From an optimization exercise on the open Yosys and OpenROAD flow, aimed at small area, a short achievable clock period and few clock cycles per item; shortcuts taken in it are not production practice.
RTL that was checked went through simulation tests only; none was proved equivalent to the original.
Power is estimated from default activity; no workload was simulated.

north:
==> module mod_cu, before the edit <==
module mod_cu (
	input clk,
	input reset,
	input fit1,
	input fit3,
	input last,
	output reg busy,
	output reg p1
);
always @(posedge clk) begin
	if (reset) begin
		busy <= 1'b1;
		p1 <= 1'b1;
	end else if (busy) begin
		if (!(p1 & fit1)) begin
			p1 <= 1'b0;
			if (last)
				busy <= 1'b0;
		end
	end
end
endmodule
==> module mod_dp, before the edit <==
module mod_dp (
	input clk,
	input reset,
	input [31:0] A,
	input [31:0] B,
	input busy,
	input p1,
	output fit1,
	output fit3,
	output last,
	output [31:0] R
);
	reg [31:0] r, d;
	reg [4:0] cnt;
	wire [31:0] s;
	genvar i;
	generate
		for (i = 0; i < 32; i = i + 1) begin : g_s
			assign s[i] = |r[31:i];
		end
	endgenerate
	assign fit1 = ~d[31] & ~|(d[30:0] & ~s[31:1]);
	assign fit3 = ~|d[31:29] & ~|(d[28:0] & ~s[31:3]);
	assign last = (cnt == 5'd0);
	wire [32:0] diff = {1'b0, r} - {1'b0, d};
	wire ge = ~diff[32];
	wire sh3 = p1 & fit3;
	wire sh1 = p1 & fit1;
	always @(posedge clk) begin
		if (reset) begin
			d <= B;
			cnt <= 5'd0;
		end else if (sh3) begin
			d <= {d[28:0], 3'b000};
			cnt <= cnt + 5'd3;
		end else if (sh1) begin
			d <= {d[30:0], 1'b0};
			cnt <= cnt + 5'd1;
		end else begin
			d <= {1'b0, d[31:1]};
			cnt <= cnt - 5'd1;
		end
	end
	always @(posedge clk) begin
		if (reset)
			r <= A;
		else if (busy & ~sh1 & ge)
			r <= diff[31:0];
	end
	assign R = r;
endmodule
==> module mod, before the edit <==
module mod(
	input [31:0] A,
	input [31:0] B,
	input clk,
	input reset,
	output [31:0] Result,
	output done
);
	wire busy, p1, fit1, fit3, ge, last;
	mod_cu io(.clk(clk), .reset(reset), .fit1(fit1), .fit3(fit3), .last(last),
	          .busy(busy), .p1(p1));
	mod_dp i1(.clk(clk), .reset(reset), .A(A), .B(B), .busy(busy), .p1(p1),
	          .fit1(fit1), .fit3(fit3), .last(last), .R(Result));
	assign done = ~busy;
endmodule
==> flow/config.mk <==
export PLATFORM = sky130hd
export DESIGN_NAME = mod
export DESIGN_NICKNAME = mod
export VERILOG_FILES = /design/flow/design.v
export SDC_FILE = /design/flow/constraint.sdc
export NUM_CORES = 4
export LEC_CHECK = 0
export CAP_MARGIN = 20
export CORE_MARGIN = 2
export CORE_UTILIZATION = 40
export SLEW_MARGIN = 20
==> flow/constraint.sdc <==
create_clock -name core_clock -period 4.5 [get_ports {clk}]
set_input_delay 0.9000 -clock core_clock [delete_from_list [all_inputs] [get_ports {clk}]]
set_output_delay 0.9000 -clock core_clock [all_outputs]
set_load 0.01 [all_outputs]
run.sh (not shown) runs the stock make flow with config.mk's settings and CLKGATE_MAP_FILE= SYNTH_SCRIPT=/design/flow/synth_recipe.tcl, a recipe that flattens the netlist after the stock synthesis.
Testbench counts of north, summed over its fixed seeds: cycles 6,090, items 720.
Relative to north, the following input files were edited for south:
==> flow/design.v <==
module mod_cu (
	input clk,
	input reset,
	input fit1,
	input fit2,
	input last,
	output reg busy,
	output reg p1
);
always @(posedge clk) begin
	if (reset) begin
		busy <= 1'b1;
		p1 <= 1'b1;
	end else if (busy) begin
		if (!(p1 & fit1)) begin
			p1 <= 1'b0;
			if (last)
				busy <= 1'b0;
		end
	end
end
endmodule
module mod_dp (
	input clk,
	input reset,
	input [31:0] A,
	input [31:0] B,
	input busy,
	input p1,
	output fit1,
	output fit2,
	output last,
	output [31:0] R
);
	reg [31:0] r, d;
	reg [4:0] cnt;
	wire [31:0] s;
	genvar i;
	generate
		for (i = 0; i < 32; i = i + 1) begin : g_s
			assign s[i] = |r[31:i];
		end
	endgenerate
	assign fit1 = ~d[31] & ~|(d[30:0] & ~s[31:1]);
	assign fit2 = ~|d[31:30] & ~|(d[29:0] & ~s[31:2]);
	assign last = (cnt == 5'd0);
	wire [32:0] diff = {1'b0, r} - {1'b0, d};
	wire ge = ~diff[32];
	always @(posedge clk) begin
		if (reset) begin
			r <= A;
			d <= B;
			cnt <= 5'd0;
		end else if (busy) begin
			if (p1 & fit2) begin
				d <= {d[29:0], 2'b00};
				cnt <= cnt + 5'd2;
			end else if (p1 & fit1) begin
				d <= {d[30:0], 1'b0};
				cnt <= cnt + 5'd1;
			end else begin
				if (ge)
					r <= diff[31:0];
				if (!last) begin
					d <= {1'b0, d[31:1]};
					cnt <= cnt - 5'd1;
				end
			end
		end
	end
	assign R = r;
endmodule
module mod(
	input [31:0] A,
	input [31:0] B,
	input clk,
	input reset,
	output [31:0] Result,
	output done
);
	wire busy, p1, fit1, fit2, ge, last;
	mod_cu io(.clk(clk), .reset(reset), .fit1(fit1), .fit2(fit2), .last(last),
	          .busy(busy), .p1(p1));
	mod_dp i1(.clk(clk), .reset(reset), .A(A), .B(B), .busy(busy), .p1(p1),
	          .fit1(fit1), .fit2(fit2), .last(last), .R(Result));
	assign done = ~busy;
endmodule
[summary]
south: flow completed, timing, DRC and antenna clean
Higher worst hold slack among north and south: north
south against north: logic gate share of total power has increased, global-route wire length before repair has increased, adder and majority cell fraction of the synthesized area has remained practically unchanged, minimum clock period has increased, path length in cells of the critical path has remained practically unchanged.
In south, the detailed route wirelength on metal2 came out about 2.7% below the value in north.
In the reports for north and south, the smaller die span in x belongs to north.
For south, only the layout was checked, not whether the RTL still works.

========
mod, a different RTL version from the one above (not shown whole).
For scale: ~710 cells after synthesis, roughly 71 flip-flops, ~99 I/O pins.
==> module mod_dp, before the edit <==
module mod_dp (
	input clk,
	input reset,
	input [31:0] A,
	input [31:0] B,
	input busy,
	input p1,
	output fit1,
	output fit3,
	output last,
	output [31:0] R
);
	reg [31:0] r, d;
	reg [4:0] cnt;
	wire [31:0] s;
	genvar i;
	generate
		for (i = 0; i < 32; i = i + 1) begin : g_s
			assign s[i] = |r[31:i];
		end
	endgenerate
	assign fit1 = ~d[31] & ~|(d[30:0] & ~s[31:1]);
	assign fit3 = ~|d[31:29] & ~|(d[28:0] & ~s[31:3]);
	assign last = (cnt == 5'd0);
	wire [31:0] diff = r - d;
	wire [31:0] g0 = r & ~d;
	wire [31:0] e0 = ~(r ^ d);
	wire [15:0] g1, e1;
	wire [7:0] g2, e2;
	wire [3:0] g3, e3;
	wire [1:0] g4, e4;
	generate
		for (i = 0; i < 16; i = i + 1) begin : g_c1
			assign g1[i] = g0[2*i+1] | (e0[2*i+1] & g0[2*i]);
			assign e1[i] = e0[2*i+1] & e0[2*i];
		end
		for (i = 0; i < 8; i = i + 1) begin : g_c2
			assign g2[i] = g1[2*i+1] | (e1[2*i+1] & g1[2*i]);
			assign e2[i] = e1[2*i+1] & e1[2*i];
		end
		for (i = 0; i < 4; i = i + 1) begin : g_c3
			assign g3[i] = g2[2*i+1] | (e2[2*i+1] & g2[2*i]);
			assign e3[i] = e2[2*i+1] & e2[2*i];
		end
		for (i = 0; i < 2; i = i + 1) begin : g_c4
			assign g4[i] = g3[2*i+1] | (e3[2*i+1] & g3[2*i]);
			assign e4[i] = e3[2*i+1] & e3[2*i];
		end
	endgenerate
	wire ge = g4[1] | (e4[1] & (g4[0] | e4[0]));
	wire sh3 = p1 & fit3;
	wire sh1 = p1 & fit1;
	wire [4:0] c = cnt;
	wire [4:0] cnt_p1 = {c[4] ^ (&c[3:0]), c[3] ^ (&c[2:0]), c[2] ^ (&c[1:0]), c[1] ^ c[0], ~c[0]};
	wire [4:0] cnt_m1 = {c[4] ^ ~|c[3:0], c[3] ^ ~|c[2:0], c[2] ^ ~|c[1:0], c[1] ^ ~c[0], ~c[0]};
	wire k1 = c[1] | c[0];
	wire [4:0] cnt_p3 = {c[4] ^ (c[3] & c[2] & k1), c[3] ^ (c[2] & k1), c[2] ^ k1, ~(c[1] ^ c[0]), ~c[0]};
	always @(posedge clk) begin
		if (reset) begin
			d <= B;
			cnt <= 5'd0;
		end else if (sh3) begin
			d <= {d[28:0], 3'b000};
			cnt <= cnt_p3;
		end else if (sh1) begin
			d <= {d[30:0], 1'b0};
			cnt <= cnt_p1;
		end else begin
			d <= {1'b0, d[31:1]};
			cnt <= cnt_m1;
		end
	end
	always @(posedge clk) begin
		if (reset)
			r <= A;
		else if (busy & ~sh1 & ge)
			r <= diff;
	end
	assign R = r;
endmodule
export LEC_CHECK = 0
export CAP_MARGIN = 20
export CORE_MARGIN = 2
export CORE_UTILIZATION = 40
export CTS_BUF_LIST = sky130_fd_sc_hd__clkbuf_8
export SETUP_SLACK_MARGIN = 1.0
export SLEW_MARGIN = 20
create_clock -name core_clock -period 4.5 [get_ports {clk}]
standard.sh (not shown) runs the stock make flow with config.mk's settings and CLKGATE_MAP_FILE= SYNTH_SCRIPT=/design/flow/synth_recipe.tcl, a recipe that flattens the netlist after the stock synthesis.
==> flow/flow/run.sh <==
#!/bin/bash
# The standard layout, with the smallest buffer on each port instead of the
# delay cell buffer_ports picks by default.
set -euo pipefail
export BUFFER_PORTS_ARGS="-buffer_cell sky130_fd_sc_hd__buf_1"
bash standard.sh finish > standard.log 2>&1
The first run completed with no timing, DRC or antenna violations.
Testbench counts at the start, summed over its fixed seeds: cycles 6,090, items 720.
Rerun with:
==> flow/design.v (replaced) <==
module mod_cu (
	input clk,
	input reset,
	input fit1,
	input fit3,
	input last,
	output reg busy,
	output reg p1
);
always @(posedge clk) begin
	if (reset) begin
		busy <= 1'b1;
		p1 <= 1'b1;
	end else if (busy) begin
		if (!(p1 & fit1)) begin
			p1 <= 1'b0;
			if (last)
				busy <= 1'b0;
		end
	end
end
endmodule
module mod_dp (
	input clk,
	input reset,
	input [31:0] A,
	input [31:0] B,
	input busy,
	input p1,
	output fit1,
	output fit3,
	output last,
	output [31:0] R
);
	reg [31:0] r, d;
	reg [4:0] cnt;
	wire [31:0] s;
	genvar i;
	generate
		for (i = 0; i < 32; i = i + 1) begin : g_s
			assign s[i] = |r[31:i];
		end
	endgenerate
	assign fit1 = ~d[31] & ~|(d[30:0] & ~s[31:1]);
	assign fit3 = ~|d[31:29] & ~|(d[28:0] & ~s[31:3]);
	assign last = (cnt == 5'd0);
	wire [32:0] diff = {1'b0, r} - {1'b0, d};
	wire ge = ~diff[32];
	wire sh3 = p1 & fit3;
	wire sh1 = p1 & fit1;
	always @(posedge clk) begin
		if (reset) begin
			d <= B;
			cnt <= 5'd0;
		end else if (sh3) begin
			d <= {d[28:0], 3'b000};
			cnt <= cnt + 5'd3;
		end else if (sh1) begin
			d <= {d[30:0], 1'b0};
			cnt <= cnt + 5'd1;
		end else begin
			d <= {1'b0, d[31:1]};
			cnt <= cnt - 5'd1;
		end
	end
	always @(posedge clk) begin
		if (reset)
			r <= A;
		else if (busy & ~sh1 & ge)
			r <= diff[31:0];
	end
	assign R = r;
endmodule
module mod(
	input [31:0] A,
	input [31:0] B,
	input clk,
	input reset,
	output [31:0] Result,
	output done
);
	wire busy, p1, fit1, fit3, ge, last;
	mod_cu io(.clk(clk), .reset(reset), .fit1(fit1), .fit3(fit3), .last(last),
	          .busy(busy), .p1(p1));
	mod_dp i1(.clk(clk), .reset(reset), .A(A), .B(B), .busy(busy), .p1(p1),
	          .fit1(fit1), .fit3(fit3), .last(last), .R(Result));
	assign done = ~busy;
endmodule
Result: The new run completed without violations. Design area shrinks slightly. Die area shrinks by a few percent. Clock power shrinks by about a fifth. Setup slack degrades by 0.045 ns. Total power drops slightly. Worst hold slack improves by 0.064 ns. Core utilization goes up by 1.3 points.
Testbench counts after the change, summed over its fixed seeds: cycles 6,090, items 720.

[port drivers added, routing unchanged]
The flow's constraints put no driver on any port. The routed layouts listed below were extracted and timed again, unchanged, in two steps.
Step 1 sets driving cells, clkbuf_16 on the clock port and buf_2 on the other inputs (assumed; they add their load-dependent delay and slew).
Step 2 times the ports against the registers' clock, not the clock port: input delays grow and output delays shrink by t, the midpoint of the rising clock arrivals with the driver on.
Slacks: ideal / step 1 / step 2; pairs: ideal / step 1.
| run | t, ns | setup WS [ns] | worst setup path at the end |
|---|---|---|---|
| north | 0.385 | 0.793 / 0.793 / 0.793 | register to register |
| south | 0.394 | 0.724 / 0.724 / 0.724 | register to register |
| the first run of note 2 | 0.412 | 1.125 / 1.125 / 1.125 | register to register |
| the second run of note 2 | 0.423 | 1.081 / 1.081 / 1.081 | register to register |
After both steps every run listed still meets setup and hold.
